What follows belongs to an exercise in optimizing a design on an open flow for small area; a production flow would make more cautious choices. In this exercise RTL edits were held to simulation tests only and were not proved equivalent to the original. No activity file was given, so power comes from the tool's default toggle rates.

## design/flow/config.mk

```make
export PLATFORM = sky130hd
export DESIGN_NAME = CLOCK_TOP
export DESIGN_NICKNAME = CLOCK_TOP
export VERILOG_FILES = /design/flow/design.v
export SDC_FILE = /design/flow/constraint.sdc
export NUM_CORES = 4
export LEC_CHECK = 0
export CAP_MARGIN = 20
export CORE_MARGIN = 2
export CORE_UTILIZATION = 80
export PLACE_DENSITY = 0.9
export SLEW_MARGIN = 20
```

## design/flow/constraint.sdc

```tcl
create_clock -name core_clock -period 20.0 [get_ports {CLK50M}]
set_input_delay 4.0000 -clock core_clock [delete_from_list [all_inputs] [get_ports {CLK50M}]]
set_output_delay 4.0000 -clock core_clock [all_outputs]
set_load 0.01 [all_outputs]
```

## design/flow/design.v

```verilog
module DEBOUNCE #(parameter SET = 1'b1)(
   input  CLK, EN1K, RSTN, KEY_IN,
   output reg KEY_OUT);
   reg [5:0] CNT;
   reg       PREV_KEY_IN;
   wire      stable = (KEY_IN == PREV_KEY_IN);
   wire      armed = &CNT;
   always @(posedge CLK or negedge RSTN) begin
      if (!RSTN) begin
         CNT <= 6'd6;
         KEY_OUT <= SET;
         PREV_KEY_IN <= SET;
      end
      else if (EN1K) begin
         PREV_KEY_IN <= KEY_IN;
         if (stable & ~armed) CNT <= {CNT[4:0], CNT[5] ^ CNT[4]};
         if (stable & armed) KEY_OUT <= KEY_IN;
      end
   end
endmodule
module CLOCK_TOP(
   input        CLK50M, KEY1, KEY2, KEY3, SW0, SW1, SW2, SW3, SW4, SW5, KNOCK, SENSOR, ROT_A, ROT_B,
   output [6:0] SEG0, SEG1, SEG2, SEG3, SEG4, SEG5, SEG6, SEG7,
   output [17:0] LED,
   output       BUZ_OUT);
   reg  [8:0] lfsr1k;
   wire       EN1K = &lfsr1k;
   always @(posedge CLK50M or negedge SW0) begin
      if (!SW0) lfsr1k <= 9'd12;
      else if (EN1K) lfsr1k <= 9'd123;
      else lfsr1k <= {lfsr1k[7:0], lfsr1k[8] ^ lfsr1k[4]};
   end
   reg  [5:0] lfsr10k;
   wire       EN10K = &lfsr10k;
   always @(posedge CLK50M or negedge SW0) begin
      if (!SW0) lfsr10k <= 6'd37;
      else if (EN10K) lfsr10k <= 6'd49;
      else lfsr10k <= {lfsr10k[4:0], lfsr10k[5] ^ lfsr10k[4]};
   end
   wire CLEAN_KEY1, CLEAN_KEY2, CLEAN_KEY3, CLEAN_SW1, CLEAN_SW2, CLEAN_SW3, CLEAN_SW4, CLEAN_SW5;
   DEBOUNCE #(.SET(1'b1)) UDEBOUNCE_KEY1 (.CLK(CLK50M), .EN1K(EN1K), .RSTN(SW0), .KEY_IN(KEY1), .KEY_OUT(CLEAN_KEY1));
   DEBOUNCE #(.SET(1'b1)) UDEBOUNCE_KEY2 (.CLK(CLK50M), .EN1K(EN1K), .RSTN(SW0), .KEY_IN(KEY2), .KEY_OUT(CLEAN_KEY2));
   DEBOUNCE #(.SET(1'b1)) UDEBOUNCE_KEY3 (.CLK(CLK50M), .EN1K(EN1K), .RSTN(SW0), .KEY_IN(KEY3), .KEY_OUT(CLEAN_KEY3));
   DEBOUNCE #(.SET(1'b0)) UDEBOUNCE_SW1 (.CLK(CLK50M), .EN1K(EN1K), .RSTN(SW0), .KEY_IN(SW1), .KEY_OUT(CLEAN_SW1));
   DEBOUNCE #(.SET(1'b0)) UDEBOUNCE_SW2 (.CLK(CLK50M), .EN1K(EN1K), .RSTN(SW0), .KEY_IN(SW2), .KEY_OUT(CLEAN_SW2));
   DEBOUNCE #(.SET(1'b0)) UDEBOUNCE_SW3 (.CLK(CLK50M), .EN1K(EN1K), .RSTN(SW0), .KEY_IN(SW3), .KEY_OUT(CLEAN_SW3));
   DEBOUNCE #(.SET(1'b0)) UDEBOUNCE_SW4 (.CLK(CLK50M), .EN1K(EN1K), .RSTN(SW0), .KEY_IN(SW4), .KEY_OUT(CLEAN_SW4));
   DEBOUNCE #(.SET(1'b0)) UDEBOUNCE_SW5 (.CLK(CLK50M), .EN1K(EN1K), .RSTN(SW0), .KEY_IN(SW5), .KEY_OUT(CLEAN_SW5));
   reg CLK500;
   always @(posedge CLK50M or negedge SW0) begin
      if (!SW0) CLK500 <= 1'b0;
      else if (EN1K) CLK500 <= ~CLK500;
   end
   function ms_max; input [6:0] v; ms_max = v[6] & v[4] & v[3] & v[0]; endfunction
   function hr_max; input [5:0] v; hr_max = v[5] & v[1] & v[0]; endfunction
   function dy_max; input [5:0] v; dy_max = v[5] & v[4] & v[0]; endfunction
   function [6:0] ms_inc; input [6:0] v;
      if (ms_max(v)) ms_inc = 7'h00;
      else if (v[3] & v[0]) ms_inc = {v[6:4] + 3'd1, 4'd0};
      else ms_inc = {v[6:4], v[3:0] + 4'd1};
   endfunction
   function [5:0] hr_inc; input [5:0] v;
      if (hr_max(v)) hr_inc = 6'h00;
      else if (v[3] & v[0]) hr_inc = {v[5:4] + 2'd1, 4'd0};
      else hr_inc = {v[5:4], v[3:0] + 4'd1};
   endfunction
   function [5:0] dy_inc; input [5:0] v; input [3:0] setr;
      if (dy_max(v)) dy_inc = {2'd0, setr};
      else if (v[3:0] == 4'd9) dy_inc = {v[5:4] + 2'd1, 4'd0};
      else dy_inc = {v[5:4], v[3:0] + 4'd1};
   endfunction
   function [6:0] ms_dec; input [6:0] v;
      if (v[3:0] == 4'd0) begin
         if (v[6:4] == 3'd0) ms_dec = {3'd5, 4'd9};
         else ms_dec = {v[6:4] - 3'd1, 4'd9};
      end
      else ms_dec = {v[6:4], v[3:0] - 4'd1};
   endfunction
   function [5:0] hr_dec; input [5:0] v;
      if (v[3:0] == 4'd0) begin
         if (v[5:4] == 2'd0) hr_dec = {2'd2, 4'd3};
         else hr_dec = {v[5:4] - 2'd1, 4'd9};
      end
      else hr_dec = {v[5:4], v[3:0] - 4'd1};
   endfunction
   function [5:0] dy_dec; input [5:0] v;
      if (v[5:4] == 2'd0) begin
         if (v[3:0] == 4'd1) dy_dec = {2'd3, 4'd1};
         else dy_dec = {2'd0, v[3:0] - 4'd1};
      end
      else if (v[3:0] == 4'd0) dy_dec = {v[5:4] - 2'd1, 4'd9};
      else dy_dec = {v[5:4], v[3:0] - 4'd1};
   endfunction
   reg [6:0] n_sec, n_min;
   reg [5:0] n_hour, n_day;
   reg       c_sec, c_min, c_hour;
   reg [9:0] c_cnt;
   reg       c_en;
   reg [6:0] s_sec, s_min;
   reg [5:0] s_hour, s_day;
   reg [1:0] sel;
   reg [1:0] k1s, k2s, k3s;
   reg [6:0] w_sec, w_min;
   reg [5:0] w_hour, w_day;
   reg       wc_sec, wc_min, wc_hour;
   reg [9:0] w_cnt;
   reg       w_en, w_state;
   reg [1:0] wk3s;
   wire [6:0] d_sec  = CLEAN_SW2 ? w_sec  : n_sec;
   wire [6:0] d_min  = CLEAN_SW2 ? w_min  : n_min;
   wire [5:0] d_hour = CLEAN_SW2 ? w_hour : n_hour;
   wire [5:0] d_day  = CLEAN_SW2 ? w_day  : n_day;
   wire c_wrap = CLEAN_SW3 ? (c_cnt[9:4] != 6'd0) | (c_cnt[3] & (c_cnt[2:0] != 3'd0))
                           : (&c_cnt[9:5]) & c_cnt[2] & c_cnt[1];
   wire w_wrap = CLEAN_SW3 ? (w_cnt[9:4] != 6'd0) | (w_cnt[3] & (w_cnt[2:0] != 3'd0))
                           : (&w_cnt[9:5]) & w_cnt[2] & w_cnt[1];
   always @(posedge CLK50M or negedge SW0) begin
      if (!SW0) begin
         n_sec <= 7'h00; n_min <= 7'h00; n_hour <= 6'h00; n_day <= 6'h01;
         c_sec <= 1'b0; c_min <= 1'b0; c_hour <= 1'b0;
         c_cnt <= 10'd0; c_en <= 1'b0;
      end
      else if (EN1K) begin
         c_sec  <= c_en & ms_max(n_sec);
         c_min  <= c_sec & ms_max(n_min);
         c_hour <= c_min & hr_max(n_hour);
         if (CLEAN_SW1) begin
            n_sec <= s_sec; n_min <= s_min; n_hour <= s_hour; n_day <= s_day;
            c_en <= 1'b0;
         end
         else begin
            if (c_en)   n_sec  <= ms_inc(n_sec);
            if (c_sec)  n_min  <= ms_inc(n_min);
            if (c_min)  n_hour <= hr_inc(n_hour);
            if (c_hour) n_day  <= dy_inc(n_day, 4'd1);
            c_cnt <= c_wrap ? 10'd0 : c_cnt + 10'd1;
            c_en <= c_wrap;
         end
      end
   end
   wire k1_fall = k1s[1] & ~k1s[0];
   wire k2_fall = k2s[1] & ~k2s[0];
   wire k3_fall = k3s[1] & ~k3s[0];
   wire       sel_hr = (sel == 2'd2);
   wire       sel_dy = (sel == 2'd3);
   reg  [6:0] set_x;
   always @(*) begin
      case (sel)
        2'd0: set_x = s_sec;
        2'd1: set_x = s_min;
        2'd2: set_x = {1'b0, s_hour};
        default: set_x = {1'b0, s_day};
      endcase
   end
   wire [2:0] sx_t = set_x[6:4];
   wire [3:0] sx_u = set_x[3:0];
   wire [2:0] smax_t = sel_hr ? 3'd2 : sel_dy ? 3'd3 : 3'd5;
   wire [3:0] smax_u = sel_hr ? 4'd3 : sel_dy ? 4'd1 : 4'd9;
   wire       sx_at_max = sel_hr ? (sx_t[1] & sx_u[1] & sx_u[0])
                        : sel_dy ? (sx_t[1] & sx_t[0] & sx_u[0])
                        : (sx_t[2] & sx_t[0] & sx_u[3] & sx_u[0]);
   wire       sx_at_min = (sx_t == 3'd0) & (sx_u == {3'd0, sel_dy});
   reg  [6:0] set_y;
   always @(*) begin
      if (k2_fall) begin
         if (sx_at_max) set_y = {3'd0, 3'd0, sel_dy};
         else if (sx_u == 4'd9) set_y = {sx_t + 3'd1, 4'd0};
         else set_y = {sx_t, sx_u + 4'd1};
      end
      else begin
         if (sx_at_min) set_y = {smax_t, smax_u};
         else if ((sx_u == 4'd0) & (sx_t != 3'd0)) set_y = {sx_t - 3'd1, 4'd9};
         else set_y = {sx_t, sx_u - 4'd1};
      end
   end
   always @(posedge CLK50M) begin
      if (EN1K) begin
         k1s <= {k1s[0], CLEAN_KEY1};
         k2s <= {k2s[0], CLEAN_KEY2};
         k3s <= {k3s[0], CLEAN_KEY3};
         if (!CLEAN_SW1) begin
            sel <= 2'd0;
            s_sec <= d_sec; s_min <= d_min; s_hour <= d_hour; s_day <= d_day;
         end
         else if (k3_fall) sel <= sel + 2'd1;
         else if (k2_fall | k1_fall) begin
            case (sel)
              2'd0: s_sec  <= set_y;
              2'd1: s_min  <= set_y;
              2'd2: s_hour <= set_y[5:0];
              2'd3: s_day  <= set_y[5:0];
            endcase
         end
      end
   end
   always @(posedge CLK50M or negedge CLEAN_SW2) begin
      if (!CLEAN_SW2) begin
         w_sec <= 7'h00; w_min <= 7'h00; w_hour <= 6'h00; w_day <= 6'h00;
         wc_sec <= 1'b0; wc_min <= 1'b0; wc_hour <= 1'b0;
         w_cnt <= 10'd0; w_en <= 1'b0; w_state <= 1'b0;
         wk3s <= 2'b11;
      end
      else if (EN1K) begin
         wk3s <= {wk3s[0], CLEAN_KEY3};
         wc_sec  <= w_en & ms_max(w_sec);
         wc_min  <= wc_sec & ms_max(w_min);
         wc_hour <= wc_min & hr_max(w_hour);
         if (w_en)    w_sec  <= ms_inc(w_sec);
         if (wc_sec)  w_min  <= ms_inc(w_min);
         if (wc_min)  w_hour <= hr_inc(w_hour);
         if (wc_hour) w_day  <= dy_inc(w_day, 4'd0);
         if (wk3s[1] & ~wk3s[0]) w_state <= ~w_state;
         else if (w_state) begin
            w_cnt <= w_wrap ? 10'd0 : w_cnt + 10'd1;
            w_en <= w_wrap;
         end
      end
   end
   reg       ALARM, ALARM_PULSE, TIMER_EN, KNOCK_D, KNOCK_FALL;
   reg [4:0] MIN_REMAIN, MIN_SHOWN;
   reg [9:0] ONE_SEC_CNT;
   reg [5:0] SEC_CNT;
   wire      osc_wrap = CLEAN_SW3 ? (ONE_SEC_CNT[9:4] != 6'd0) | (ONE_SEC_CNT[3] & (ONE_SEC_CNT[2:0] != 3'd0))
                                  : (&ONE_SEC_CNT[9:5]) & (&ONE_SEC_CNT[2:0]);
   always @(posedge CLK50M or negedge CLEAN_SW4) begin
      if (!CLEAN_SW4) begin
         ALARM <= 1'b0; ALARM_PULSE <= 1'b0; TIMER_EN <= 1'b0;
         KNOCK_D <= 1'b1; KNOCK_FALL <= 1'b0;
         MIN_REMAIN <= 5'd0; MIN_SHOWN <= 5'd0;
         ONE_SEC_CNT <= 10'd0; SEC_CNT <= 6'd0;
      end
      else if (EN1K) begin
         KNOCK_D <= KNOCK;
         KNOCK_FALL <= KNOCK_D & ~KNOCK;
         MIN_SHOWN <= MIN_REMAIN;
         ALARM <= ~KNOCK_FALL & ~TIMER_EN & ALARM_PULSE;
         ALARM_PULSE <= 1'b0;
         if (KNOCK_FALL) begin
            TIMER_EN <= 1'b1;
            if (MIN_REMAIN != 5'd19) MIN_REMAIN <= MIN_REMAIN + 5'd1;
         end
         else if (TIMER_EN) begin
            if (osc_wrap) begin
               ONE_SEC_CNT <= 10'd0;
               if (SEC_CNT != 6'd0) SEC_CNT <= SEC_CNT - 6'd1;
               else if (MIN_REMAIN != 5'd0) begin
                  SEC_CNT <= 6'd59;
                  MIN_REMAIN <= MIN_REMAIN - 5'd1;
               end
               else begin
                  TIMER_EN <= 1'b0;
                  ALARM_PULSE <= 1'b1;
               end
            end
            else ONE_SEC_CNT <= ONE_SEC_CNT + 10'd1;
         end
      end
   end
   genvar gi;
   generate
      for (gi = 0; gi < 18; gi = gi + 1) begin : g_led
         assign LED[gi] = (MIN_SHOWN > gi);
      end
   endgenerate
   reg       a_state, a_buz;
   reg [1:0] a_done;
   reg [9:0] a_phase;
   wire      a_last = (&a_phase[9:3]) & ~a_phase[2] & a_phase[1] & a_phase[0];    
   wire      a_stop = (&a_done) & (&a_phase[9:2]);                                
   always @(posedge CLK50M or negedge SW0) begin
      if (!SW0) begin
         a_state <= 1'b0; a_buz <= 1'b0;
      end
      else if (EN1K) begin
         a_buz <= a_state & ~a_stop & ~a_phase[9] & a_phase[6] & CLK500;
         if (!a_state) a_state <= ALARM;
         else if (a_stop) a_state <= 1'b0;
      end
   end
   always @(posedge CLK50M) begin
      if (EN1K) begin
         if (!a_state) begin
            a_done <= 2'd0; a_phase <= 10'd0;
         end
         else if (a_last & ~(&a_done)) begin
            a_phase <= 10'd0;
            a_done <= a_done + 2'd1;
         end
         else a_phase <= a_phase + 10'd1;
      end
   end
   reg       FIRE_ALARM, FIRE_VALID, f_buz, f_knock_d, f_knock_fall;
   reg [8:0] BEEP_CNT;
   wire      f_run = FIRE_VALID & ~f_knock_fall;
   always @(posedge CLK50M or negedge SW0) begin
      if (!SW0) begin
         FIRE_ALARM <= 1'b0; FIRE_VALID <= 1'b0;
      end
      else if (EN1K) begin
         FIRE_ALARM <= SENSOR;
         if (!f_run) FIRE_VALID <= ~FIRE_VALID & FIRE_ALARM;
      end
   end
   always @(posedge CLK50M) begin
      if (EN1K) begin
         f_knock_d <= KNOCK;
         f_knock_fall <= f_knock_d & ~KNOCK;
         f_buz <= f_run & BEEP_CNT[8] & CLK500;
         BEEP_CNT <= f_run ? BEEP_CNT + 9'd1 : 9'd0;
      end
   end
   assign BUZ_OUT = FIRE_VALID ? f_buz : a_buz;
   reg [4:0] b_hi;
   reg       b_lo;
   reg [1:0] prev_state;
   reg [7:0] pwm_counter;
   reg       PWM_ACT;
   wire [3:0] rot = {prev_state, ROT_A, ROT_B};
   wire rot_up = (rot == 4'b0001) | (rot == 4'b0111) | (rot == 4'b1110) | (rot == 4'b1000);
   wire rot_dn = (rot == 4'b0010) | (rot == 4'b0100) | (rot == 4'b1101) | (rot == 4'b1011);
   always @(posedge CLK50M or negedge SW0) begin
      if (!SW0) begin
         b_hi <= 5'd31; b_lo <= 1'b1;
         pwm_counter <= 8'd0; PWM_ACT <= 1'b1;
      end
      else if (EN10K) begin
         pwm_counter <= pwm_counter + 8'd1;
         PWM_ACT <= (pwm_counter[7:3] < b_hi) | ((pwm_counter[7:3] == b_hi) & b_lo & ~(&pwm_counter[2:0]));
         if (CLEAN_SW5 & rot_up) begin
            if (&b_hi) b_lo <= 1'b1;
            else b_hi <= b_hi + 5'd1;
         end
         else if (CLEAN_SW5 & rot_dn) begin
            if (b_hi == 5'd0) b_lo <= 1'b0;
            else b_hi <= b_hi - 5'd1;
         end
      end
   end
   always @(posedge CLK50M) begin
      if (EN10K) prev_state <= {ROT_A, ROT_B};
   end
   function [6:0] dec10;
      input [3:0] x;
      begin
      dec10[0] = (~x[0] & ~x[1] & x[2]) | (x[0] & ~x[1] & ~x[2] & ~x[3]);
      dec10[1] = (~x[0] & x[1] & x[2]) | (x[0] & ~x[1] & x[2]);
      dec10[2] = (~x[0] & x[1] & ~x[2]);
      dec10[3] = (~x[0] & ~x[1] & x[2]) | (x[0] & x[1] & x[2]) | (x[0] & ~x[1] & ~x[2] & ~x[3]);
      dec10[4] = (~x[1] & x[2]) | (x[0]);
      dec10[5] = (x[1] & ~x[2]) | (x[0] & x[1]) | (x[0] & ~x[2] & ~x[3]);
      dec10[6] = (x[0] & x[1] & x[2]) | (~x[1] & ~x[2] & ~x[3]);
      end
   endfunction
   function [6:0] dec6;
      input [2:0] x;
      begin
      dec6[0] = (x[0] & ~x[1] & ~x[2]) | (~x[0] & x[2]);
      dec6[1] = (x[0] & x[2]);
      dec6[2] = (~x[0] & x[1]);
      dec6[3] = (x[0] & ~x[1] & ~x[2]) | (~x[0] & x[2]);
      dec6[4] = ~((~x[0] & ~x[2]));
      dec6[5] = (x[0] & ~x[2]) | (x[1]);
      dec6[6] = (~x[1] & ~x[2]);
      end
   endfunction
   function [6:0] dec3;
      input [1:0] x;
      begin
      dec3[0] = (x[0]);
      dec3[1] = 1'b0;
      dec3[2] = (x[1]);
      dec3[3] = (x[0]);
      dec3[4] = (x[0]);
      dec3[5] = ~((~x[0] & ~x[1]));
      dec3[6] = (~x[1]);
      end
   endfunction
   function [6:0] dec4;
      input [1:0] x;
      begin
      dec4[0] = (x[0] & ~x[1]);
      dec4[1] = 1'b0;
      dec4[2] = (~x[0] & x[1]);
      dec4[3] = (x[0] & ~x[1]);
      dec4[4] = (x[0]);
      dec4[5] = ~((~x[0] & ~x[1]));
      dec4[6] = (~x[1]);
      end
   endfunction
   function [6:0] decfull;
      input [3:0] x;
      begin
      decfull[0] = (~x[0] & ~x[1] & x[2]) | (x[0] & ~x[1] & ~x[2] & ~x[3]) | (x[1] & x[3]) | (x[2] & x[3]);
      decfull[1] = (x[2] & x[3]) | (~x[0] & x[1] & x[2]) | (x[1] & x[3]) | (x[0] & ~x[1] & x[2]);
      decfull[2] = ~((x[2] & ~x[3]) | (x[0] & ~x[3]) | (~x[1] & ~x[2]));
      decfull[3] = (~x[0] & ~x[1] & x[2]) | (x[0] & x[1] & x[2]) | (x[2] & x[3]) | (x[0] & ~x[1] & ~x[2] & ~x[3]) | (x[1] & x[3]);
      decfull[4] = (~x[1] & x[2]) | (x[0]) | (x[1] & x[3]);
      decfull[5] = (x[1] & ~x[2]) | (x[0] & x[1]) | (x[2] & x[3]) | (x[0] & ~x[2] & ~x[3]);
      decfull[6] = (x[0] & x[1] & x[2]) | (~x[1] & ~x[2] & ~x[3]) | (x[2] & x[3]) | (x[1] & x[3]);
      end
   endfunction
   wire [6:0] blank = {7{~PWM_ACT}};
   assign SEG0 = blank | dec10(d_sec[3:0]);
   assign SEG1 = blank | dec6(d_sec[6:4]);
   assign SEG2 = blank | dec10(d_min[3:0]);
   assign SEG3 = blank | dec6(d_min[6:4]);
   assign SEG4 = blank | dec10(d_hour[3:0]);
   assign SEG5 = blank | dec3(d_hour[5:4]);
   assign SEG6 = blank | decfull(d_day[3:0]);
   assign SEG7 = blank | dec4(d_day[5:4]);
endmodule
```

## design/flow/flow/run.sh

```bash
#!/bin/bash
# The standard layout (standard.sh, ORFS) with these changes:
#  - synthesis: flow/synth.tcl, the standard script with ABC mapping by flow/area.abc, and
#    no adder extraction (ADDER_MAP_FILE empty), so adders are mapped by ABC as plain logic;
#  - port buffers use sky130_fd_sc_hd__buf_1 (every input and output port still gets one);
#  - clock tree synthesis with clkbuf_4/clkbuf_8, sink clusters of at most 14 within 45 um,
#    and no dummy loads.
# make's full output goes to standard.log in this folder; ORFS keeps each step's log under
# orfs/logs/.
set -euo pipefail
here=$(pwd)
export MY_ABC_SCRIPT="$here/flow/area.abc"
export BUFFER_PORTS_ARGS="-buffer_cell sky130_fd_sc_hd__buf_1"
export CTS_ARGS="-sink_clustering_enable -repair_clock_nets -buf_list {sky130_fd_sc_hd__clkbuf_4} -sink_clustering_size 12 -sink_clustering_max_diameter 40 -dont_use_dummy_load"
bash standard.sh "SYNTH_SCRIPT=$here/flow/synth.tcl" "ADDER_MAP_FILE=" \
  "BUFFER_PORTS_ARGS=$BUFFER_PORTS_ARGS" "CTS_ARGS=$CTS_ARGS" finish > standard.log 2>&1
```

## design/flow/flow/area.abc

```
strash
dc2
strash
dch -f
amap
```

## design/flow/flow/synth.tcl

```tcl
# synth_recipe.tcl (the standard synthesis) with one change: the ABC technology mapping uses
# the area-oriented script in area.abc (via $MY_ABC_SCRIPT) instead of ORFS's abc_speed
# script. Liberty, dont_use cells and constraints are passed to ABC unchanged. Registers are
# mapped by dfflibmap before ABC runs, so they are the standard synthesis's.
proc synth {args} { yosys synth -nofsm -noshare {*}$args }
proc abc {args} {
  set keep {}
  set skip 0
  foreach a $args {
    if { $skip } { set skip 0; continue }
    if { $a eq "-script" } { set skip 1; continue }
    lappend keep $a
  }
  lappend keep -script $::env(MY_ABC_SCRIPT)
  yosys abc {*}$keep
}
source $::env(SCRIPTS_DIR)/synth.tcl
# left out here: clear keep_hierarchy, flatten, clean up, hide names made inside functions, write 1_2_yosys.v
```

## design/flow/standard.sh

```bash
#!/bin/bash
# synth_recipe.tcl (not shown) runs the flow's synth.tcl, then flattens the netlist and writes it again
# the make line also repeats each setting of config.mk as NAME=value (left out here)
make -C /OpenROAD-flow-scripts/flow DESIGN_CONFIG=/design/flow/config.mk WORK_HOME=/design/flow/orfs CLKGATE_MAP_FILE= SYNTH_SCRIPT=/design/flow/synth_recipe.tcl "${@:-finish}"
```

==> results of run 1 <==
## path summary, 6_finish.rpt
kind / startpoint / end / cells after the start
max in group asynchronous: SW0 / UDEBOUNCE_SW2.KEY_OUT / 3
max reg2reg: lfsr1k[3] / w_cnt[9] / 15
max: UDEBOUNCE_SW2.KEY_OUT / SEG6[3] / 8
min in group core_clock: lfsr1k[2] / lfsr1k[3] / 0
min reg2reg: UDEBOUNCE_SW4.KEY_OUT / ONE_SEC_CNT[1] / 1
min: UDEBOUNCE_SW4.KEY_OUT / ONE_SEC_CNT[1] / 1
## logic make-up after synthesis
| group | Yosys count | synth area share [%] |
|---|---|---|
| AOI/OAI and AO/OA | 440 | 21.4 |
| buffers and inverters | 240 | 7.10 |
| and+or+nand+nor | 489 | 16.3 |
| DFF | 273 | 55.2 |
## placed cells by master, fill, tap and decap left out, drive strengths merged, types with 7 or more instances in the layout
cell and count:
clkinv 226, and3 11, dfrtp 175, a22oi 12, and2 8, dfstp 38, or2 7, nor3 58
o21a 25, clkbuf 36, o22a 16, nor4 10, nand3 26, o211ai 7, a31oi 11, edfxtp 60
buf 96, a211oi 22, nand2 109, nor2b 10, o22ai 88, nor2 231, a21oi 70, o21ai 129
o221ai 11
## registers in the layout (all words and copies together) (netlist names), 7 cells and up
signal	flops
w_min	7
BEEP_CNT	9
w_cnt	10
c_cnt	10
pwm_counter	8
lfsr1k	9
n_sec	7
ONE_SEC_CNT	10
w_sec	7
s_min	7
a_phase	10
s_sec	7
n_min	7
## layer usage
layer | vias up | GRT usage [%] | wire, um
li1 | 5353 | - | -
met1 | 5466 | 47.5 | 11900
met2 | 650 | 59.5 | 15000
met3 | 115 | 6.56 | 2840
met4 | 0 | 16.4 | 1240
met5 | - | 0 | 0
## power by group
group / total [mW] / switching, mW / internal [mW]
Combinational: 0.00844 / 0.00729 / 0.00115
Clock: 0.252 / 0.171 / 0.0811
Sequential: 0.567 / 0.0000705 / 0.567
Total: 0.828 / 0.179 / 0.649
## final cells by class
class	instances	share of cell area, %
clock buffers	35	1.89
well taps	216	1.95
inverters	226	6.12
multi-input cells	929	35.4
repair buffers	97	2.90
flip-flops and latches	273	51.8
diodes	1	0.0180
## through the flow
step           total power [mW]  cell area (um^2)  instances
2_1_floorplan             0.579             13000       1442
3_3_place_gp              0.586             13600       1741
6_report                  0.828             13900       1777
5_1_grt                   0.852             13900       1777
4_1_cts                   0.828             13900       1776
3_5_place_dp              0.587             13600       1741
## Yosys cell counts, types with 3 or more instances
library cell,n
sky130_fd_sc_hd__nor2_1,231
sky130_fd_sc_hd__clkinv_1,226
sky130_fd_sc_hd__dfrtp_1,175
sky130_fd_sc_hd__o21ai_0,129
sky130_fd_sc_hd__nand2_1,109
sky130_fd_sc_hd__o22ai_1,88
sky130_fd_sc_hd__a21oi_1,70
sky130_fd_sc_hd__edfxtp_1,60
sky130_fd_sc_hd__nor3_1,58
sky130_fd_sc_hd__dfstp_2,38
sky130_fd_sc_hd__nand3_1,26
sky130_fd_sc_hd__o21a_1,25
sky130_fd_sc_hd__a211oi_1,22
sky130_fd_sc_hd__o22a_1,16
sky130_fd_sc_hd__a22oi_1,12
sky130_fd_sc_hd__a31oi_1,11
sky130_fd_sc_hd__and3_1,11
sky130_fd_sc_hd__o221ai_1,11
sky130_fd_sc_hd__nor2b_1,10
sky130_fd_sc_hd__nor4_1,10
sky130_fd_sc_hd__and2_0,8
sky130_fd_sc_hd__buf_1,8
sky130_fd_sc_hd__o211ai_1,7
sky130_fd_sc_hd__or2_0,7
sky130_fd_sc_hd__a32oi_1,6
sky130_fd_sc_hd__buf_4,6
sky130_fd_sc_hd__o31ai_1,6
sky130_fd_sc_hd__a222oi_1,5
sky130_fd_sc_hd__nand4_1,5
sky130_fd_sc_hd__or3_1,5
sky130_fd_sc_hd__a221oi_1,4
sky130_fd_sc_hd__a22o_1,4
sky130_fd_sc_hd__a32o_1,3
sky130_fd_sc_hd__o32a_1,3
sky130_fd_sc_hd__or4_1,3
==> impl_metrics.prom, run 1 <==
# TYPE chip_impl_metric gauge
chip_impl_info{name="grt_setup_unrepaired",value="no"} 1
chip_impl_metric{name="cap_violations",unit=""} 0
chip_impl_metric{name="dieArea",unit="mm^2"} 0.0173
chip_impl_metric{name="critPathMaxFanout",unit=""} 69
chip_impl_metric{name="die_w",unit="um"} 131
chip_impl_metric{name="slew-limit-headroom",unit="%"} 39.1
chip_impl_metric{name="globalRoute.totalOverflow",unit=""} 0
chip_impl_metric{name="detailedPlace.worstSlack",unit="ns"} 13.40
chip_impl_metric{name="utilization",unit="%"} 87.3
chip_impl_metric{name="power.static_leakage",unit="nW"} 5.07
chip_impl_metric{name="synthCells",unit=""} 1442
chip_impl_metric{name="seq_cells_post_synth",unit=""} 273
chip_impl_metric{name="grt_antenna_before_repair",unit=""} 1
chip_impl_metric{name="final_antenna_net_count",unit=""} 0
chip_impl_metric{name="clock_skew",unit="ns"} 0.0501
chip_impl_metric{name="wire_length_of_the_first_global_routing_pass",unit="mm"} 51.3
chip_impl_metric{name="clock_path_buffers",unit=""} 3
chip_impl_info{name="critical_path.cell_chain",value="buf_4 -> o22ai_1 -> clkinv_1 -> nor2_1 -> or3_1 -> a221o_1 -> or2_0 -> buf_1"} 1
chip_impl_metric{name="finalWeightedCongestion",unit=""} 0.981
chip_impl_metric{name="initial_core_util",unit="%"} 81.8
chip_impl_metric{name="final-hold-violation-count",unit=""} 0
chip_impl_metric{name="largest_net_degree_at_the_start_of_global_routing",unit=""} 79
chip_impl_metric{name="grt_pass1_vias",unit=""} 11100
chip_impl_metric{name="syn-mean-instance-area",unit="um^2"} 9.02
chip_impl_metric{name="clk_pin_slew",unit="ns"} 0.12
chip_impl_info{name="outcome",value="complete, no violations"} 1
chip_impl_metric{name="placement.io_buffers",unit=""} 88
chip_impl_metric{name="placement_rows",unit=""} 46
chip_impl_metric{name="achievable-frequency",unit="MHz"} 137
chip_impl_metric{name="finalWorstSetupSlack",unit="ns"} 12.70
chip_impl_metric{name="cts.repair_timing.setup_buffer_count",unit=""} 0
chip_impl_metric{name="critical_path_buf_inv_count",unit=""} 3
chip_impl_metric{name="seq_area_frac_synth",unit="%"} 55.2
chip_impl_metric{name="drc_errors",unit=""} 0
chip_impl_metric{name="share_of_cells_above_drive_strength_1",unit="%"} 5.51
chip_impl_metric{name="cp_data_arrival_time",unit="ns"} 3.30
chip_impl_metric{name="crit_required",unit="ns"} 16.00
chip_impl_metric{name="postSynth.asyncResetShare",unit="%"} 78.0
chip_impl_metric{name="flow.area_growth_from_synthesis",unit="%"} 6.70
chip_impl_metric{name="power.density",unit="mW/mm^2"} 59.7
chip_impl_metric{name="numClockSinks",unit=""} 273
chip_impl_info{name="crit_path_top_delay_cell",value="sky130_fd_sc_hd__buf_4"} 1
chip_impl_metric{name="routed-via-count",unit=""} 11600
chip_impl_metric{name="drt_iter0_drc",unit=""} 1089
chip_impl_metric{name="chipHeight",unit="um"} 131
chip_impl_info{name="synth_top_cell_by_area",value="sky130_fd_sc_hd__dfrtp_1"} 1
chip_impl_metric{name="total_count_of_max_transition_violations_in_the_final_report",unit=""} 0
chip_impl_metric{name="numnets_final",unit=""} 1576
chip_impl_metric{name="cts_bufs_inserted",unit=""} 35
chip_impl_metric{name="fillers",unit=""} 888
chip_impl_info{name="holdCritPathClass",value="reg2async"} 1
chip_impl_metric{name="placeableCoreArea",unit="mm^2"} 0.0159
chip_impl_metric{name="drt_wl_total",unit="mm"} 31.0
chip_impl_info{name="synthFlopType",value="sky130_fd_sc_hd__dfrtp_1"} 1
chip_impl_metric{name="seqCellArea",unit="mm^2"} 0.00718
chip_impl_metric{name="netlist_area",unit="mm^2"} 0.0130
chip_impl_metric{name="ioPinCount",unit=""} 89
chip_impl_metric{name="synth.yosys.warnings",unit=""} 3
chip_impl_metric{name="count_of_hold_buffers_inserted_by_post_cts_repair",unit=""} 0
chip_impl_metric{name="ff2ff_setup_slack",unit="ns"} 15.74
chip_impl_metric{name="post-route-min-period",unit="ns"} 7.30
chip_impl_metric{name="synth.top_cell.area_share",unit="%"} 33.7
chip_impl_metric{name="transition_time_of_the_tightest_slew_check_pin",unit="ns"} 0.914
chip_impl_metric{name="drt_pass1_iterations",unit=""} 6
chip_impl_metric{name="final.hold.worst_slack",unit="ns"} 0.254
chip_impl_metric{name="cts_resized",unit=""} 0
chip_impl_metric{name="fin_crit_share",unit="%"} 36.5
chip_impl_metric{name="vdd_ir_drop_max",unit="V"} 0.0000580
chip_impl_metric{name="grt_util_all_layers",unit="%"} 36.1
chip_impl_metric{name="clkLatencyLatePin",unit="ns"} 0.65
chip_impl_info{name="worst_setup_path_start_kind",value="flop"} 1
chip_impl_metric{name="timing.critical_path.slowest_cell_delay",unit="ns"} 0.63
chip_impl_metric{name="net_count_after_synthesis",unit=""} 1456
chip_impl_metric{name="final.setup.tns",unit="ns"} 0
chip_impl_metric{name="hpwl",unit="mm"} 22.0
chip_impl_metric{name="htree_num_levels",unit=""} 2
chip_impl_metric{name="synth_edf_count",unit=""} 60
chip_impl_metric{name="route.detailed.wl_per_inst",unit="um"} 17.4
chip_impl_metric{name="multi_input_comb_area",unit="mm^2"} 0.00490
chip_impl_info{name="tritoncts",value="built"} 1
chip_impl_metric{name="synth.lib_cells_used.distinct",unit=""} 50
chip_impl_info{name="synth.top_cells.by_area",value="sky130_fd_sc_hd__dfrtp_1 (34%), sky130_fd_sc_hd__edfxtp_1 (14%), sky130_fd_sc_hd__dfstp_2 (7.7%)"} 1
chip_impl_info{name="cts_root_buf",value="sky130_fd_sc_hd__clkbuf_4"} 1
chip_impl_info{name="timing.critical_path.max_delay_family",value="buffers and inverters"} 1
chip_impl_metric{name="setup_viol",unit=""} 0
chip_impl_metric{name="via_per_inst",unit=""} 6.52
chip_impl_info{name="critical_path_class",value="reg2out"} 1
chip_impl_info{name="worst_setup_path_end_kind",value="primary output"} 1
==> run 2: changes to the inputs <==
--- a/design/flow/flow/run.sh
+++ b/design/flow/flow/run.sh
@@ -11,6 +11,6 @@
 here=$(pwd)
 export MY_ABC_SCRIPT="$here/flow/area.abc"
 export BUFFER_PORTS_ARGS="-buffer_cell sky130_fd_sc_hd__buf_1"
-export CTS_ARGS="-sink_clustering_enable -repair_clock_nets -buf_list {sky130_fd_sc_hd__clkbuf_4} -sink_clustering_size 12 -sink_clustering_max_diameter 40 -dont_use_dummy_load"
+export CTS_ARGS="-sink_clustering_enable -repair_clock_nets -buf_list {sky130_fd_sc_hd__clkbuf_4 sky130_fd_sc_hd__clkbuf_8} -sink_clustering_size 14 -sink_clustering_max_diameter 45 -dont_use_dummy_load"
 bash standard.sh "SYNTH_SCRIPT=$here/flow/synth.tcl" "ADDER_MAP_FILE=" \
   "BUFFER_PORTS_ARGS=$BUFFER_PORTS_ARGS" "CTS_ARGS=$CTS_ARGS" finish > standard.log 2>&1
==> run 2 against run 1 <==
Still clean on timing, DRC and antenna. Non-clock buffer count unchanged. Clock-buffer cell count shrank 7. Final cell count down 0.45%. Clock power increased by 19%. Total power rose by 5.8%. Fmax increased by 1.2%. Critical path type unchanged. Largest cell class unchanged. Largest power group unchanged. Highest routed layer unchanged.
==> impl_metrics.prom, run 2 <==
# TYPE chip_impl_metric gauge
chip_impl_info{name="outcome",value="complete, no violations"} 1
chip_impl_metric{name="finalWorstSetupSlack",unit="ns"} 12.78
chip_impl_metric{name="postSynth.asyncResetShare",unit="%"} 78.0
chip_impl_metric{name="vdd_ir_drop_max",unit="V"} 0.0000605
chip_impl_info{name="commonest_cells_after_routing_fill_and_taps_aside",value="sky130_fd_sc_hd__nor2_1 (231), sky130_fd_sc_hd__clkinv_1 (226), sky130_fd_sc_hd__dfrtp_1 (173)"} 1
chip_impl_info{name="layout.cells.most_common",value="sky130_fd_sc_hd__nor2_1"} 1
chip_impl_metric{name="final-hold-violation-count",unit=""} 0
chip_impl_metric{name="clock_path_buffers",unit=""} 3
chip_impl_metric{name="die_w",unit="um"} 131
chip_impl_info{name="holdCritPathClass",value="reg2async"} 1
chip_impl_metric{name="dieArea",unit="mm^2"} 0.0173
chip_impl_metric{name="synth.top_cell.area_share",unit="%"} 33.7
chip_impl_info{name="critical_path_class",value="reg2out"} 1
chip_impl_metric{name="fillers",unit=""} 845
chip_impl_metric{name="cts_bufs_inserted",unit=""} 28
chip_impl_metric{name="power_frac_clock",unit="%"} 34.3
chip_impl_metric{name="largest_net_degree_at_the_start_of_global_routing",unit=""} 79
chip_impl_metric{name="route.detailed.wl_per_inst",unit="um"} 18.2
chip_impl_metric{name="drc_errors",unit=""} 0
chip_impl_metric{name="synth.lib_cells_used.distinct",unit=""} 50
chip_impl_metric{name="placement.io_buffers",unit=""} 88
chip_impl_metric{name="ioPinCount",unit=""} 89
chip_impl_metric{name="power_frac_comb",unit="%"} 1.0
chip_impl_metric{name="seq_area_frac_synth",unit="%"} 55.2
chip_impl_metric{name="met2RoutedLength",unit="mm"} 15.6
chip_impl_info{name="grt_setup_unrepaired",value="no"} 1
chip_impl_metric{name="achievable-frequency",unit="MHz"} 139
chip_impl_metric{name="clkLatencyLatePin",unit="ns"} 0.57
chip_impl_metric{name="chipHeight",unit="um"} 131
chip_impl_metric{name="clock_skew",unit="ns"} 0.0321
chip_impl_metric{name="fin_crit_share",unit="%"} 36.1
chip_impl_info{name="reg2reg_from",value="lfsr1k[2]"} 1
chip_impl_info{name="topRoutingLayerUsed",value="met4"} 1
chip_impl_metric{name="finalWeightedCongestion",unit=""} 0.981
chip_impl_metric{name="share_of_cells_above_drive_strength_1",unit="%"} 5.09
chip_impl_metric{name="placement_rows",unit=""} 46
chip_impl_metric{name="setup_viol",unit=""} 0
chip_impl_metric{name="synth.yosys.warnings",unit=""} 3
chip_impl_metric{name="detailedPlace.worstSlack",unit="ns"} 13.40
chip_impl_metric{name="total_count_of_max_transition_violations_in_the_final_report",unit=""} 0
chip_impl_metric{name="flow.area_growth_from_synthesis",unit="%"} 7.62
chip_impl_metric{name="grt_pass1_vias",unit=""} 11300
chip_impl_metric{name="total_switching_power",unit="mW"} 0.183
chip_impl_info{name="synth_top_cells_by_count",value="sky130_fd_sc_hd__nor2_1 (231), sky130_fd_sc_hd__clkinv_1 (226), sky130_fd_sc_hd__dfrtp_1 (175)"} 1
chip_impl_metric{name="power.share.sequential",unit="%"} 64.8
chip_impl_metric{name="count_of_hold_buffers_inserted_by_post_cts_repair",unit=""} 0
chip_impl_metric{name="routed-via-count",unit=""} 11700
chip_impl_metric{name="drt_wl_total",unit="mm"} 32.3
chip_impl_info{name="synth_top_cell_by_area",value="sky130_fd_sc_hd__dfrtp_1"} 1
chip_impl_metric{name="hpwl",unit="mm"} 22.0
chip_impl_metric{name="cp_data_arrival_time",unit="ns"} 3.22
chip_impl_metric{name="netlist_area",unit="mm^2"} 0.0130
chip_impl_info{name="critical_path.cell_chain",value="buf_4 -> o22ai_1 -> clkinv_1 -> nor2_1 -> or3_1 -> a221o_1 -> or2_0 -> buf_1"} 1
chip_impl_info{name="cts_root_buf",value="sky130_fd_sc_hd__clkbuf_8"} 1
chip_impl_metric{name="wl_met1",unit="mm"} 12.2
chip_impl_metric{name="net_count_after_synthesis",unit=""} 1456
chip_impl_metric{name="htree_num_levels",unit=""} 1
chip_impl_metric{name="numClockSinks",unit=""} 273
chip_impl_metric{name="final_antenna_net_count",unit=""} 0
chip_impl_metric{name="ff2ff_setup_slack",unit="ns"} 15.65
chip_impl_metric{name="slew-limit-headroom",unit="%"} 38.1
chip_impl_metric{name="switching_share",unit="%"} 20.9
chip_impl_metric{name="internal-power",unit="mW"} 0.693
chip_impl_metric{name="power.static_leakage",unit="nW"} 5.11
chip_impl_metric{name="cts_resized",unit=""} 0
chip_impl_info{name="tritoncts",value="built"} 1
chip_impl_metric{name="cap_violations",unit=""} 0
chip_impl_metric{name="transition_time_of_the_tightest_slew_check_pin",unit="ns"} 0.928
chip_impl_metric{name="power.density",unit="mW/mm^2"} 62.6
chip_impl_metric{name="cts.repair_timing.setup_buffer_count",unit=""} 0
chip_impl_metric{name="post-route-min-period",unit="ns"} 7.22
chip_impl_metric{name="synthCells",unit=""} 1442
chip_impl_metric{name="worst_r2r_path_depth",unit=""} 15
chip_impl_metric{name="final.setup.tns",unit="ns"} 0
chip_impl_metric{name="initial_core_util",unit="%"} 81.8
chip_impl_info{name="synthFlopType",value="sky130_fd_sc_hd__dfrtp_1"} 1
chip_impl_metric{name="globalRoute.totalOverflow",unit=""} 0
chip_impl_metric{name="grt_util_all_layers",unit="%"} 37.6
chip_impl_metric{name="n_antenna_cell",unit=""} 0
chip_impl_metric{name="crit_required",unit="ns"} 16.00
chip_impl_metric{name="dr_wl_met3",unit="mm"} 3.00
chip_impl_metric{name="numnets_final",unit=""} 1569
chip_impl_info{name="synth.top_cells.by_area",value="sky130_fd_sc_hd__dfrtp_1 (34%), sky130_fd_sc_hd__edfxtp_1 (14%), sky130_fd_sc_hd__dfstp_2 (7.7%)"} 1
chip_impl_metric{name="via_per_inst",unit=""} 6.59
chip_impl_metric{name="clk_pin_slew",unit="ns"} 0.09
chip_impl_info{name="worst_setup_path_start_kind",value="flop"} 1
chip_impl_metric{name="grt_antenna_before_repair",unit=""} 0
chip_impl_info{name="crit_path_top_delay_cell",value="sky130_fd_sc_hd__buf_4"} 1
chip_impl_info{name="post-synth-top-count-cell",value="sky130_fd_sc_hd__nor2_1"} 1
chip_impl_metric{name="critPathMaxFanout",unit=""} 69
chip_impl_info{name="reg2reg_end",value="w_cnt[9]"} 1
chip_impl_metric{name="timing.critical_path.slowest_cell_delay",unit="ns"} 0.63
chip_impl_metric{name="drt_pass1_iterations",unit=""} 7
chip_impl_info{name="worst_setup_path_end_kind",value="primary output"} 1
chip_impl_metric{name="wire_length_of_the_first_global_routing_pass",unit="mm"} 53.3
chip_impl_metric{name="synth_edf_count",unit=""} 60
chip_impl_metric{name="seq_cells_post_synth",unit=""} 273
chip_impl_metric{name="drt_iter0_drc",unit=""} 1194
chip_impl_metric{name="placeableCoreArea",unit="mm^2"} 0.0159
chip_impl_metric{name="syn-mean-instance-area",unit="um^2"} 9.02
-- run 2: cell count changes in the layout (fill, tap and decap cells not counted) --
cell and change:
sky130_fd_sc_hd__clkbuf_4 -35, sky130_fd_sc_hd__diode_2 -1, sky130_fd_sc_hd__clkbuf_8 +28
-- run 2: cells by family (layout without fill, tap and decap cells) --
| family | Yosys count | count (layout) | synth area share (%) |
|---|---|---|---|
| AOI/OAI and AO/OA | 440 | 440 | 21.4 |
| buffers and inverters | 240 | 351 | 7.10 |
| DFF | 273 | 273 | 55.2 |
| and+or+nand+nor | 489 | 489 | 16.3 |
-- run 2: power groups by stage --
stage	clock network [mW]	logic [mW]	registers, mW
finish	0.300	0.00852	0.567
global route	0.321	0.00995	0.567
CTS	0.299	0.00874	0.567
detailed placement	0	0.00855	0.578
global placement	0	0.00827	0.578
floorplan	0	0.000853	0.578
-- run 2: cell type report --
cell class	count	area (um^2)	share of cell area, %
clock buffer	28	385	2.75
tap	216	270	1.93
sequential	273	7180	51.3
inverter	226	848	6.06
timing repair buffer	97	402	2.87
multi-input combinational	929	4900	35.1
-- run 2: layer usage --
layer  global-route usage, %  vias to the layer above
met2                    62.1                      700
li1                        -                     5315
met4                    17.3                        0
met1                    48.9                     5481
met5                       0                        -
met3                    6.91                      154
-- run 2: critical path: cells and delay by family, from the launching register on --
kind	cells	cell delay, ns
compound gates	2	0.58
buf+inv	3	0.95
flops	1	0.38
simple gates	3	0.72
-- run 2: per-stage QoR --
| stage | util [%] | cell area [um^2] | power [mW] | hold slack (ns) | cells |
|---|---|---|---|---|---|
| 3_3_place_gp | 85.7 | 13600 | 0.586 | 0.263 | 1741 |
| 2_1_floorplan | - | 13000 | 0.579 | 0.410 | 1442 |
| 3_5_place_dp | 85.7 | 13600 | 0.587 | 0.270 | 1741 |
| 5_1_grt | 88.1 | 14000 | 0.898 | 0.328 | 1769 |
| 6_report | 88.1 | 14000 | 0.876 | 0.267 | 1769 |
| 4_1_cts | 88.1 | 14000 | 0.875 | 0.282 | 1769 |
-- run 2: worst max path at each step --
stage                                      from          to
final                     UDEBOUNCE_SW2.KEY_OUT     SEG6[3]
after global routing      UDEBOUNCE_SW2.KEY_OUT     SEG6[3]
after floorplan                       lfsr1k[2]  SEC_CNT[5]
after global placement    UDEBOUNCE_SW2.KEY_OUT     SEG6[3]
after detailed placement  UDEBOUNCE_SW2.KEY_OUT     SEG6[3]
after CTS                 UDEBOUNCE_SW2.KEY_OUT     SEG6[3]
==> run 3: changes to the inputs <==
--- a/design/flow/flow/run.sh
+++ b/design/flow/flow/run.sh
@@ -11,6 +11,6 @@
 here=$(pwd)
 export MY_ABC_SCRIPT="$here/flow/area.abc"
 export BUFFER_PORTS_ARGS="-buffer_cell sky130_fd_sc_hd__buf_1"
-export CTS_ARGS="-sink_clustering_enable -repair_clock_nets -buf_list {sky130_fd_sc_hd__clkbuf_4 sky130_fd_sc_hd__clkbuf_8} -sink_clustering_size 14 -sink_clustering_max_diameter 45 -dont_use_dummy_load"
+export CTS_ARGS="-sink_clustering_enable -repair_clock_nets -buf_list {sky130_fd_sc_hd__clkbuf_4} -sink_clustering_size 9 -sink_clustering_max_diameter 35 -dont_use_dummy_load"
 bash standard.sh "SYNTH_SCRIPT=$here/flow/synth.tcl" "ADDER_MAP_FILE=" \
   "BUFFER_PORTS_ARGS=$BUFFER_PORTS_ARGS" "CTS_ARGS=$CTS_ARGS" finish > standard.log 2>&1
==> run 3 against run 2 <==
Clock-buffer cell count increased by 12. Critical endpoint unchanged. Register-to-register slack improved by 0.09 ns. Via count decreased by 0.19%. Non-clock buffer count unchanged. Flip-flop and latch count unchanged. Fmax decreased by 1.3%. Critical path type unchanged. Total power decreased by 3.8%. Wire length decreased by 3.5%. Still clean on timing, DRC and antenna.
==> impl_metrics.prom, run 3 <==
# TYPE chip_impl_metric gauge
chip_impl_info{name="outcome",value="complete, no violations"} 1
chip_impl_metric{name="fin_crit_share",unit="%"} 36.6
chip_impl_metric{name="chipHeight",unit="um"} 131
chip_impl_metric{name="clkLatencyLatePin",unit="ns"} 0.66
chip_impl_info{name="synth_top_cells_by_count",value="sky130_fd_sc_hd__nor2_1 (231), sky130_fd_sc_hd__clkinv_1 (226), sky130_fd_sc_hd__dfrtp_1 (175)"} 1
chip_impl_metric{name="post-route-min-period",unit="ns"} 7.31
chip_impl_metric{name="final_antenna_net_count",unit=""} 0
chip_impl_metric{name="postSynth.asyncResetShare",unit="%"} 78.0
chip_impl_metric{name="flow.area_growth_from_synthesis",unit="%"} 6.99
chip_impl_info{name="layout.cells.most_common",value="sky130_fd_sc_hd__nor2_1"} 1
chip_impl_metric{name="seq_area_frac_synth",unit="%"} 55.2
chip_impl_metric{name="route.detailed.wl_per_inst",unit="um"} 17.5
chip_impl_metric{name="power.density",unit="mW/mm^2"} 60.6
chip_impl_metric{name="critPathMaxFanout",unit=""} 69
chip_impl_metric{name="drc_errors",unit=""} 0
chip_impl_metric{name="globalRoute.totalOverflow",unit=""} 0
chip_impl_info{name="reg2reg_from",value="lfsr1k[3]"} 1
chip_impl_metric{name="drt_wl_total",unit="mm"} 31.1
chip_impl_info{name="holdCritPathClass",value="reg2async"} 1
chip_impl_metric{name="initial_core_util",unit="%"} 81.8
chip_impl_metric{name="utilization",unit="%"} 87.6
chip_impl_info{name="crit_start",value="UDEBOUNCE_SW2.KEY_OUT"} 1
chip_impl_metric{name="clock_path_buffers",unit=""} 3
chip_impl_metric{name="global_route.usage.met2",unit="%"} 60.4
chip_impl_metric{name="grt_use_met1",unit="%"} 47.3
chip_impl_metric{name="drt_pass1_iterations",unit=""} 8
chip_impl_metric{name="dp.cells",unit=""} 1741
chip_impl_metric{name="cap_violations",unit=""} 0
chip_impl_metric{name="grt_util_all_layers",unit="%"} 36.4
chip_impl_metric{name="dieArea",unit="mm^2"} 0.0173
chip_impl_metric{name="share_of_cells_above_drive_strength_1",unit="%"} 5.81
chip_impl_metric{name="achievable-frequency",unit="MHz"} 137
chip_impl_metric{name="cp_data_arrival_time",unit="ns"} 3.31
chip_impl_metric{name="grt_pass1_vias",unit=""} 11200
chip_impl_info{name="commonest_cells_after_routing_fill_and_taps_aside",value="sky130_fd_sc_hd__nor2_1 (231), sky130_fd_sc_hd__clkinv_1 (226), sky130_fd_sc_hd__dfrtp_1 (173)"} 1
chip_impl_info{name="tritoncts",value="built"} 1
chip_impl_metric{name="synth_edf_count",unit=""} 60
chip_impl_metric{name="hpwl",unit="mm"} 22.0
chip_impl_metric{name="cts.repair_timing.setup_buffer_count",unit=""} 0
chip_impl_metric{name="synth.yosys.warnings",unit=""} 3
chip_impl_info{name="cts_root_buf",value="sky130_fd_sc_hd__clkbuf_4"} 1
chip_impl_metric{name="largest_net_degree_at_the_start_of_global_routing",unit=""} 79
chip_impl_metric{name="total_count_of_max_transition_violations_in_the_final_report",unit=""} 0
chip_impl_metric{name="numnets_final",unit=""} 1581
chip_impl_metric{name="clock_skew",unit="ns"} 0.0605
chip_impl_metric{name="slew-limit-headroom",unit="%"} 36.9
chip_impl_metric{name="die_w",unit="um"} 131
chip_impl_metric{name="power.static_leakage",unit="nW"} 5.09
chip_impl_info{name="worst_setup_path_start_kind",value="flop"} 1
chip_impl_metric{name="seq_cells_post_synth",unit=""} 273
chip_impl_metric{name="netlist_area",unit="mm^2"} 0.0130
chip_impl_metric{name="via_per_inst",unit=""} 6.53
chip_impl_metric{name="numClockSinks",unit=""} 273
chip_impl_metric{name="placeableCoreArea",unit="mm^2"} 0.0159
chip_impl_info{name="synth.top_cells.by_area",value="sky130_fd_sc_hd__dfrtp_1 (34%), sky130_fd_sc_hd__edfxtp_1 (14%), sky130_fd_sc_hd__dfstp_2 (7.7%)"} 1
chip_impl_info{name="worst_setup_path_end_kind",value="primary output"} 1
chip_impl_metric{name="cts_bufs_inserted",unit=""} 40
chip_impl_metric{name="placement.io_buffers",unit=""} 88
chip_impl_info{name="critical_path_class",value="reg2out"} 1
chip_impl_metric{name="layout.cells.non_filler",unit=""} 1782
chip_impl_info{name="synth_top_cell_by_area",value="sky130_fd_sc_hd__dfrtp_1"} 1
chip_impl_metric{name="ff2ff_setup_slack",unit="ns"} 15.74
chip_impl_metric{name="finalWeightedCongestion",unit=""} 0.981
chip_impl_metric{name="ioPinCount",unit=""} 89
chip_impl_metric{name="synth.top_cell.area_share",unit="%"} 33.7
chip_impl_metric{name="htree_num_levels",unit=""} 2
chip_impl_info{name="top_usage_layer",value="met2"} 1
chip_impl_metric{name="routed-via-count",unit=""} 11600
chip_impl_metric{name="drt_iter0_drc",unit=""} 1153
chip_impl_metric{name="syn-mean-instance-area",unit="um^2"} 9.02
chip_impl_metric{name="setup_viol",unit=""} 0
chip_impl_metric{name="crit_required",unit="ns"} 16.00
chip_impl_metric{name="synthCells",unit=""} 1442
chip_impl_info{name="post-synth-top-count-cell",value="sky130_fd_sc_hd__nor2_1"} 1
chip_impl_metric{name="grt_antenna_before_repair",unit=""} 1
chip_impl_metric{name="gr-usage-met3",unit="%"} 7.14
chip_impl_metric{name="final.setup.tns",unit="ns"} 0
chip_impl_info{name="reg2reg_end",value="w_cnt[9]"} 1
chip_impl_info{name="synthFlopType",value="sky130_fd_sc_hd__dfrtp_1"} 1
chip_impl_metric{name="transition_time_of_the_tightest_slew_check_pin",unit="ns"} 0.946
chip_impl_metric{name="vdd_ir_drop_max",unit="V"} 0.0000614
chip_impl_metric{name="worst_r2r_path_depth",unit=""} 15
chip_impl_metric{name="clk_pin_slew",unit="ns"} 0.10
chip_impl_info{name="capture_point_of_the_critical_path",value="SEG6[3]"} 1
chip_impl_info{name="grt_setup_unrepaired",value="no"} 1
chip_impl_metric{name="synth.lib_cells_used.distinct",unit=""} 50
chip_impl_metric{name="count_of_hold_buffers_inserted_by_post_cts_repair",unit=""} 0
chip_impl_metric{name="net_count_after_synthesis",unit=""} 1456
chip_impl_metric{name="final-hold-violation-count",unit=""} 0
chip_impl_metric{name="wire_length_of_the_first_global_routing_pass",unit="mm"} 51.9
chip_impl_metric{name="cts_resized",unit=""} 0
chip_impl_metric{name="placement_rows",unit=""} 46
## run 3: cell types whose count changed in the layout (fill, tap and decap cells not counted), sizes merged
cell,previous run,this run
diode,0,1
clkbuf,29,41
## run 3: metrics by stage
step	area [um^2]	power [mW]	hold WS (ns)	setup slack (ns)
2_1_floorplan	13000	0.579	0.410	7.66
3_3_place_gp	13600	0.586	0.263	13.51
3_5_place_dp	13600	0.587	0.270	13.40
4_1_cts	13900	0.843	0.284	12.70
5_1_grt	13900	0.869	0.330	12.47
6_report	13900	0.843	0.270	12.69
## run 3: where the power goes
group	total [mW]	switching [mW]	internal, mW
clock network	0.267	0.175	0.0922
registers	0.567	0.0000781	0.567
logic	0.00840	0.00725	0.00115
## run 3: final cells by class
class / count / area, um^2
inverters: 226 / 848
clock buffers: 40 / 300
diodes: 1 / 2.50
flip-flops and latches: 273 / 7180
multi-input cells: 929 / 4900
fillers: 872 / 1980
well taps: 216 / 270
repair buffers: 97 / 402
## run 3: metal layers
layer / share of wire, % / vias up
met5: 0 / -
met4: 3.6 / 0
li1: - / 5374
met1: 38 / 5509
met2: 49 / 626
met3: 9.3 / 119
## run 3: cell families after synthesis
group | share of synthesized area (%)
AO/OA/AOI/OAI | 21.4
buffers and inverters | 7.10
flip-flops | 55.2
AND/OR/NAND/NOR | 16.3
## run 3: worst min-delay path by stage
| stage | to | cells after the start |
|---|---|---|
| floorplan | ALARM | 0 |
| global placement | MIN_SHOWN[1] | 1 |
| detailed placement | MIN_REMAIN[1] | 1 |
| CTS | MIN_REMAIN[0] | 1 |
| global route | MIN_SHOWN[0] | 1 |
| finish | MIN_SHOWN[1] | 1 |
## run 3: worst max-delay path: stages, from the launching register on
cell                       delay, ns
sky130_fd_sc_hd__dfrtp_2        0.38
sky130_fd_sc_hd__buf_4          0.64
sky130_fd_sc_hd__o22ai_1        0.30
sky130_fd_sc_hd__clkinv_1       0.19
sky130_fd_sc_hd__nor2_1         0.09
sky130_fd_sc_hd__or3_1          0.40
sky130_fd_sc_hd__a221o_1        0.29
sky130_fd_sc_hd__or2_0          0.23
sky130_fd_sc_hd__buf_1          0.13
==> run 4: changes to the inputs <==
--- a/design/flow/flow/run.sh
+++ b/design/flow/flow/run.sh
@@ -3,7 +3,7 @@
 #  - synthesis: flow/synth.tcl, the standard script with ABC mapping by flow/area.abc, and
 #    no adder extraction (ADDER_MAP_FILE empty), so adders are mapped by ABC as plain logic;
 #  - port buffers use sky130_fd_sc_hd__buf_1 (every input and output port still gets one);
-#  - clock tree synthesis with clkbuf_4/clkbuf_8, sink clusters of at most 14 within 45 um,
+#  - clock tree synthesis with clkbuf_4 only, sink clusters of at most 9 within 35 um,
 #    and no dummy loads.
 # make's full output goes to standard.log in this folder; ORFS keeps each step's log under
 # orfs/logs/.
==> run 4 against run 3 <==
Setup slack is the same. Still clean on timing, DRC and antenna. Highest routed layer unchanged. Utilization did not move. Fmax is the same. Global-route usage unchanged. Total power unchanged. Largest cell class unchanged. Non-clock buffer count unchanged. Clock-buffer cell count unchanged. Largest power group unchanged. Clock power is essentially flat.
==> impl_metrics.prom, run 4 <==
# TYPE chip_impl_metric gauge
chip_impl_metric{name="ff2ff_setup_slack",unit="ns"} 15.74
chip_impl_metric{name="critPathMaxFanout",unit=""} 69
chip_impl_info{name="layout.cells.most_common",value="sky130_fd_sc_hd__nor2_1"} 1
chip_impl_metric{name="chipHeight",unit="um"} 131
chip_impl_info{name="worst_setup_path_start_kind",value="flop"} 1
chip_impl_info{name="grt_setup_unrepaired",value="no"} 1
chip_impl_metric{name="seq_area_frac_synth",unit="%"} 55.2
chip_impl_metric{name="postSynth.asyncResetShare",unit="%"} 78.0
chip_impl_metric{name="drt_iter0_drc",unit=""} 1153
chip_impl_metric{name="largest_net_degree_at_the_start_of_global_routing",unit=""} 79
chip_impl_metric{name="wire_length_of_the_first_global_routing_pass",unit="mm"} 51.9
chip_impl_info{name="synth_top_cell_by_area",value="sky130_fd_sc_hd__dfrtp_1"} 1
chip_impl_metric{name="syn-mean-instance-area",unit="um^2"} 9.02
chip_impl_metric{name="globalRoute.totalOverflow",unit=""} 0
chip_impl_metric{name="ioPinCount",unit=""} 89
chip_impl_metric{name="total_count_of_max_transition_violations_in_the_final_report",unit=""} 0
chip_impl_metric{name="yosys.area_share.xor_xnor",unit="%"} 0
chip_impl_metric{name="clock_path_buffers",unit=""} 3
chip_impl_metric{name="setup_viol",unit=""} 0
chip_impl_info{name="synth_top_cells_by_count",value="sky130_fd_sc_hd__nor2_1 (231), sky130_fd_sc_hd__clkinv_1 (226), sky130_fd_sc_hd__dfrtp_1 (175)"} 1
chip_impl_metric{name="clock_skew",unit="ns"} 0.0605
chip_impl_metric{name="via_per_inst",unit=""} 6.53
chip_impl_info{name="reg2reg_from",value="lfsr1k[3]"} 1
chip_impl_info{name="critical_path_class",value="reg2out"} 1
chip_impl_metric{name="final.hold.worst_slack",unit="ns"} 0.270
chip_impl_metric{name="dp.cells",unit=""} 1741
chip_impl_info{name="outcome",value="complete, no violations"} 1
chip_impl_metric{name="routed-via-count",unit=""} 11600
chip_impl_metric{name="netlist_area",unit="mm^2"} 0.0130
chip_impl_metric{name="crit_required",unit="ns"} 16.00
chip_impl_metric{name="synthAdderAreaFrac",unit="%"} 0
chip_impl_metric{name="numnets_final",unit=""} 1581
chip_impl_metric{name="post-route-min-period",unit="ns"} 7.31
chip_impl_metric{name="grt_util_all_layers",unit="%"} 36.4
chip_impl_metric{name="transition_time_of_the_tightest_slew_check_pin",unit="ns"} 0.946
chip_impl_metric{name="drc_errors",unit=""} 0
chip_impl_info{name="reg2reg_end",value="w_cnt[9]"} 1
chip_impl_metric{name="share_of_cells_above_drive_strength_1",unit="%"} 5.81
chip_impl_metric{name="synthCells",unit=""} 1442
chip_impl_info{name="tritoncts",value="built"} 1
chip_impl_metric{name="synth_edf_count",unit=""} 60
chip_impl_metric{name="final-hold-violation-count",unit=""} 0
chip_impl_info{name="cts_root_buf",value="sky130_fd_sc_hd__clkbuf_4"} 1
chip_impl_info{name="critical_path.cell_chain",value="buf_4 -> o22ai_1 -> clkinv_1 -> nor2_1 -> or3_1 -> a221o_1 -> or2_0 -> buf_1"} 1
chip_impl_info{name="holdCritPathClass",value="reg2async"} 1
chip_impl_metric{name="synth.yosys.warnings",unit=""} 3
chip_impl_metric{name="fin_crit_share",unit="%"} 36.6
chip_impl_metric{name="synth.top_cell.area_share",unit="%"} 33.7
chip_impl_metric{name="drt_wl_total",unit="mm"} 31.1
run 4: per-layer routing:
layer  vias to the layer above  part of all wire, %  global-route usage, %
met1                      5509                   38                   47.3
met5                         -                    0                      0
li1                       5374                    -                      -
met3                       119                  9.3                   7.14
met4                         0                  3.6                   15.9
met2                       626                   49                   60.4
run 4: report_power, final:
part	total, mW	switching [mW]	internal [mW]
clock network	0.267	0.175	0.0922
logic	0.00840	0.00725	0.00115
registers	0.567	0.0000781	0.567
run 4: layout make-up:
| type | count | area (um^2) |
|---|---|---|
| Sequential cell | 273 | 7180 |
| Multi-Input combinational cell | 929 | 4900 |
| Fill cell | 872 | 1980 |
| Inverter | 226 | 848 |
| Timing Repair Buffer | 97 | 402 |
| Clock buffer | 40 | 300 |
| Tap cell | 216 | 270 |
| Antenna cell | 1 | 2.50 |
run 4: per-stage QoR:
stage	cell area, um^2	setup WS [ns]	util (%)
4_1_cts	13900	12.70	87.5
3_5_place_dp	13600	13.40	85.7
3_3_place_gp	13600	13.51	85.7
6_report	13900	12.69	87.6
5_1_grt	13900	12.47	87.6
2_1_floorplan	13000	7.66	-
run 4: how the worst max path moves through the flow:
| stage | start | to | slack, ns |
|---|---|---|---|
| floorplan | lfsr1k[2] | SEC_CNT[5] | 7.66 |
| global placement | UDEBOUNCE_SW2.KEY_OUT | SEG6[3] | 13.51 |
| detailed placement | UDEBOUNCE_SW2.KEY_OUT | SEG6[3] | 13.40 |
| CTS | UDEBOUNCE_SW2.KEY_OUT | SEG6[3] | 12.70 |
| global route | UDEBOUNCE_SW2.KEY_OUT | SEG6[3] | 12.47 |
| finish | UDEBOUNCE_SW2.KEY_OUT | SEG6[3] | 12.69 |
run 4: worst max-delay path, delay by kind of cell (launching register included):
kind,cells,cell delay (ns)
buf+inv,3,0.96
simple gates,3,0.72
compound gates,2,0.59
flops,1,0.38
run 4: kinds of logic (layout without fill, tap and decap cells):
logic type	count (synthesis)	after routing
buf+inv	240	363
other cells	0	1
compound gates	440	440
simple gates	489	489
flops	273	273

==> separate check: timing with driven ports <==
The flow's constraints put no driver on any port. The routed layouts listed below were extracted and timed again, unchanged, in two steps.
Step 1 sets driving cells, clkbuf_16 on the clock port and buf_2 on the other inputs (assumed; they add their load-dependent delay and slew).
Step 2 adds t to the input delays and takes it off the output delays; t is the mean of the earliest and latest rising clock arrival at the registers after step 1. Input paths then give back, and output paths get back, about the clock's delay inside the block.
Slacks: no drivers / after step 1 / after step 2; pairs: no drivers / after step 1.
| run | shift t [ns] | setup slack, ns | worst hold slack (ns) |
|---|---|---|---|
| run 1 | 0.669 | 12.697 / 12.655 / 13.324 | 0.254 / 0.254 / 0.254 |
| run 2 | 0.595 | 12.785 / 12.742 / 13.336 | 0.267 / 0.267 / 0.267 |
| run 3 | 0.670 | 12.690 / 12.645 / 13.315 | 0.270 / 0.270 / 0.270 |
| run 4 | 0.670 | 12.690 / 12.645 / 13.315 | 0.270 / 0.270 / 0.270 |
After both steps setup and hold are still met in every run listed.
